What follows belongs to an exercise in optimizing a design on an open flow for small area, a short achievable clock period and few clock cycles; a production flow would make more cautious choices.
Power and IR drop assume default switching activity.

==> flow/design.v (excerpt) <==
module udp_transmit
(
    input wire  clk,
    input wire  rst,
    output wire  eth_txd_tvalid,
    output wire [31 : 0] eth_txd_tdata,
    output wire [3 : 0] eth_txd_tkeep,
    output wire  eth_txd_tlast,
    input wire  eth_txd_tready,
    output wire                    eth_txc_tvalid,
    output wire [31 : 0] eth_txc_tdata,
    output wire [3 : 0] eth_txc_tkeep,
    output wire  eth_txc_tlast,
    input wire  eth_txc_tready,
    input wire [31 : 0]   s_axis_data_tdata,
    input wire                      s_axis_data_tvalid,
    output wire                     s_axis_data_tready,
    input wire                      s_axis_data_tlast
);
    reg [8:0]  nb;           
    reg [31:0] s;            
    reg        s_rdy;        
    reg [15:0] p;
    reg [31:0] o;            
    reg        o_v, o_last;
    reg        c_v, c_first, c_last;
    wire ctrl    = (nb < 9'd6);
    wire hdr     = (nb < 9'd10);
    wire payload = (nb >= 9'd10) && (nb <= 9'd265);
    wire lastb   = (nb == 9'd266);
    wire [3:0]  b = nb[3:0];
    wire [31:0] hv = (b == 4'd0) ? 32'h0000_0100 :
                     (b == 4'd1) ? 32'h0002_0000 :
                     (b == 4'd3) ? 32'h0045_0008 :
  ...
==> flow/config.mk <==
export PLATFORM = sky130hd
export DESIGN_NAME = udp_transmit
export DESIGN_NICKNAME = udp_transmit
export VERILOG_FILES = /design/flow/design.v
export SDC_FILE = /design/flow/constraint.sdc
export NUM_CORES = 4
export LEC_CHECK = 0
export CAP_MARGIN = 20
export CORE_MARGIN = 2
export CORE_UTILIZATION = 60
export PLACE_DENSITY = 0.7
export SETUP_SLACK_MARGIN = 3.6
export SLEW_MARGIN = 20
==> flow/constraint.sdc <==
create_clock -name core_clock -period 5.0 [get_ports {clk}]
set_input_delay 1.0000 -clock core_clock [delete_from_list [all_inputs] [get_ports {clk}]]
set_output_delay 1.0000 -clock core_clock [all_outputs]
set_load 0.01 [all_outputs]
run.sh (not shown) runs the stock make flow with config.mk's settings and CLKGATE_MAP_FILE= SYNTH_SCRIPT=/design/flow/synth_recipe.tcl, a recipe that flattens the netlist after the stock synthesis.
The starting point aborted during global routing (5_1_grt).
Change:
--- a/flow/config.mk
+++ b/flow/config.mk
@@ -12 +12 @@
-export SETUP_SLACK_MARGIN = 3.6
+export SETUP_SLACK_MARGIN = 3.3
=> This time the run finished clean; synthesized cell count does not change; area after synthesis stays the same.
Change:
--- a/flow/config.mk
+++ b/flow/config.mk
@@ -10,3 +10,3 @@
-export CORE_UTILIZATION = 60
-export PLACE_DENSITY = 0.7
-export SETUP_SLACK_MARGIN = 3.3
+export CORE_UTILIZATION = 40
+export PLACE_DENSITY = 0.6
+export SETUP_SLACK_MARGIN = 3.2
What happened: The changed run ran to the end with no violations. Clock skew hardly moves. Core utilization decreases by 35 points. Power decreases by 4.3%. Routed wire length is lower by 23%. Global-route usage drops by 10 points. Non-clock buffer count is lower by 19. Die area went up by 47%. Setup slack improves by 0.074 ns.
Function was not checked in any run of this note: the RTL went through the layout flow alone.

* * *

## run 1
udp_transmit, a different RTL version from the one above (not shown whole).
For scale: roughly 500 cells after synthesis, ~100 flip-flops, about 120 I/O pins, ~4500 um^2 of cells after synthesis.
clock: 5.0 ns
lec_check: 0
abc_area: 1
cap_margin: 20
core_margin: 2
core_utilization: 55
place_density: 0.7
setup_slack_margin: 3.2
slew_margin: 20
standard.sh (not shown) runs the stock make flow with config.mk's settings and CLKGATE_MAP_FILE= SYNTH_SCRIPT=/design/flow/synth_recipe.tcl, a recipe that flattens the netlist after the stock synthesis.
==> flow/flow/run.sh <==
#!/bin/bash
# The standard layout (standard.sh), with two changes to how it is made:
# ports are buffered with the smallest buffer (buf_1; timing repair upsizes
# the ones it needs), and each constant net keeps the single tie cell that
# synthesis gives it instead of one tie cell per load.
set -euo pipefail
export BUFFER_PORTS_ARGS="-buffer_cell sky130_fd_sc_hd__buf_1"
export SKIP_REPAIR_TIE_FANOUT=1
bash standard.sh > standard.log 2>&1
What run 2 does differently from run 1 at the input level:
--- a/flow/config.mk
+++ b/flow/config.mk
@@ -10,4 +10,6 @@
 export CORE_MARGIN = 2
 export CORE_UTILIZATION = 55
+export CTS_BUF_LIST = sky130_fd_sc_hd__clkbuf_16
+export CTS_CLUSTER_SIZE = 30
 export PLACE_DENSITY = 0.7
 export SETUP_SLACK_MARGIN = 3.2
Run 2 was carried through to the last stage, and its layout satisfied the timing, DRC and antenna checks.
Run 2 vs. run 1: net switching power went up by 30 uW.
Fmax for run 2 is higher than for run 1.
[compare] base=run 1 new=run 2: worst setup slack has increased; worst-case vdd ir drop has decreased; routed wire length has increased.
Number of ordinary and repair buffers in the finished layout: run 2 and run 1 compared, higher one is run 2
Diff run 1 -> run 2: first-pass GRT wire length comparable, total of flip-flops plus latches after synthesis comparable, design area now larger.
For run 3, these inputs were changed with respect to run 2:
--- a/flow/config.mk
+++ b/flow/config.mk
@@ -10,7 +10,5 @@
 export CORE_MARGIN = 2
 export CORE_UTILIZATION = 55
-export CTS_BUF_LIST = sky130_fd_sc_hd__clkbuf_16
-export CTS_CLUSTER_SIZE = 30
 export PLACE_DENSITY = 0.7
-export SETUP_SLACK_MARGIN = 3.2
+export SETUP_SLACK_MARGIN = 2.8
 export SLEW_MARGIN = 20
In terms of clock skew, run 2 and run 3 differ only marginally.
Between run 3 and run 2, the difference in area taken by flip-flops and latches is negligible.
Cell area reported after detailed placement of run 2 is on par with run 3.
The vias after detailed routing in run 2 is 1.06 times that in run 3.
| final design utilization | lower: run 3 |
Run 3 has global-route track usage on met3 above what run 2 had.
Against run 2, total power divided by cell area in run 3 fell by a few percent.
The higher final net count came out of run 2.
The lower routed wire length came out of run 3.
Run 3 falls short of run 2 in setup slack.
The final reports for run 3 and run 2 show combinational share of power lower in the former.
The following lists how run 4 was set up differently from run 3:
--- a/flow/config.mk
+++ b/flow/config.mk
@@ -6,9 +6,8 @@
 export NUM_CORES = 4
 export LEC_CHECK = 0
-export ABC_AREA = 1
 export CAP_MARGIN = 20
 export CORE_MARGIN = 2
-export CORE_UTILIZATION = 55
-export PLACE_DENSITY = 0.7
-export SETUP_SLACK_MARGIN = 2.8
+export CORE_UTILIZATION = 70
+export PLACE_DENSITY = 0.8
+export SETUP_SLACK_MARGIN = 3.2
 export SLEW_MARGIN = 20
==> run summary <==
[run 4] post-synthesis cell count fell about 23% relative to run 3
Compare run 3 and run 4 | met2 layer usage reported by global route higher: run 4
Relative to run 3, sequential share of layout area decreased by 2.5 points in run 4.
Area taken by flip-flops and latches was higher in run 4 than in run 3.
Critical path depth (lower): run 4
After detailed routing, run 3 needs less wire than run 4.
Run 3 vs run 4, launch point of the worst path: s_rdy$_SDFFE_PP1P_ vs o_keep$_DFFE_PP_
Changes observed in run 4 relative to run 3: number of tap instances went down about 26%, clock network fraction of total power went up 0.8 points, sum of buffers and inverters on the critical path went down 1.
Modified inputs, run 5 compared to run 4
--- a/flow/config.mk
+++ b/flow/config.mk
@@ -8,6 +8,6 @@
 export CAP_MARGIN = 20
 export CORE_MARGIN = 2
-export CORE_UTILIZATION = 70
-export PLACE_DENSITY = 0.8
+export CORE_UTILIZATION = 40
+export PLACE_DENSITY = 0.6
 export SETUP_SLACK_MARGIN = 3.2
 export SLEW_MARGIN = 20
==> run summary <==
- Run comparison: run 4 worst setup path startpoint o_keep$_DFFE_PP_; run 5 worst setup path startpoint o[13]$_DFFE_PP_
- Per the comparison of run 5 with run 4, worst setup slack held; routed length on met3 went down 34%; total die area went up 71%; starting utilization of the core area went down 33 points.
- Capturing instance or port of the critical path = eth_txd_tdata[13]: run 5; capturing instance or port of the critical path = eth_txd_tkeep[3]: run 4
- Row number of nets in the layout: run 5 higher / run 4 lower
- Relative to run 4, area fraction of clock buffers and clock inverters has decreased by 0.57 points in run 5.
Function was not checked in any run of this note: the RTL went through the layout flow alone.

-- what the ideal ports hide --
The results above use ideal ports. As a check the final layouts listed here were re-extracted and re-timed, cells and wires unchanged. Step 1 assumes that a clkbuf_16 drives the clock port and a buf_2 every other input. Step 2 times the ports against the registers' clock, not the clock port: input delays grow and output delays shrink by t, the midpoint of the rising clock arrivals with the driver on. Three values: no drivers, after step 1, after step 2; two values: the first two.
run | shift t [ns] | setup slack, ns | worst register clock-pin slew, ns | worst slew at a driven data input, ns
the second run of note 1 | 0.394 | 2.608 / 2.608 / 2.440 | 0.10 / 0.10 | 0.04
the third run of note 1 | 0.395 | 2.682 / 2.682 / 2.427 | 0.10 / 0.10 | 0.05
run 1 | 0.379 | 3.052 / 3.022 / 2.893 | 0.11 / 0.11 | 0.03
run 2 | 0.375 | 3.075 / 3.040 / 2.812 | 0.07 / 0.07 | 0.04
run 3 | 0.382 | 2.885 / 2.858 / 2.664 | 0.10 / 0.10 | 0.04
run 4 | 0.389 | 3.058 / 3.029 / 2.843 | 0.10 / 0.10 | 0.04
run 5 | 0.397 | 3.056 / 3.021 / 2.779 | 0.11 / 0.11 | 0.04
After both steps setup and hold are still met in every run listed. The setup slack of run 5, which loses most, moves by -0.035 ns with the drivers and by -0.277 ns with both steps.
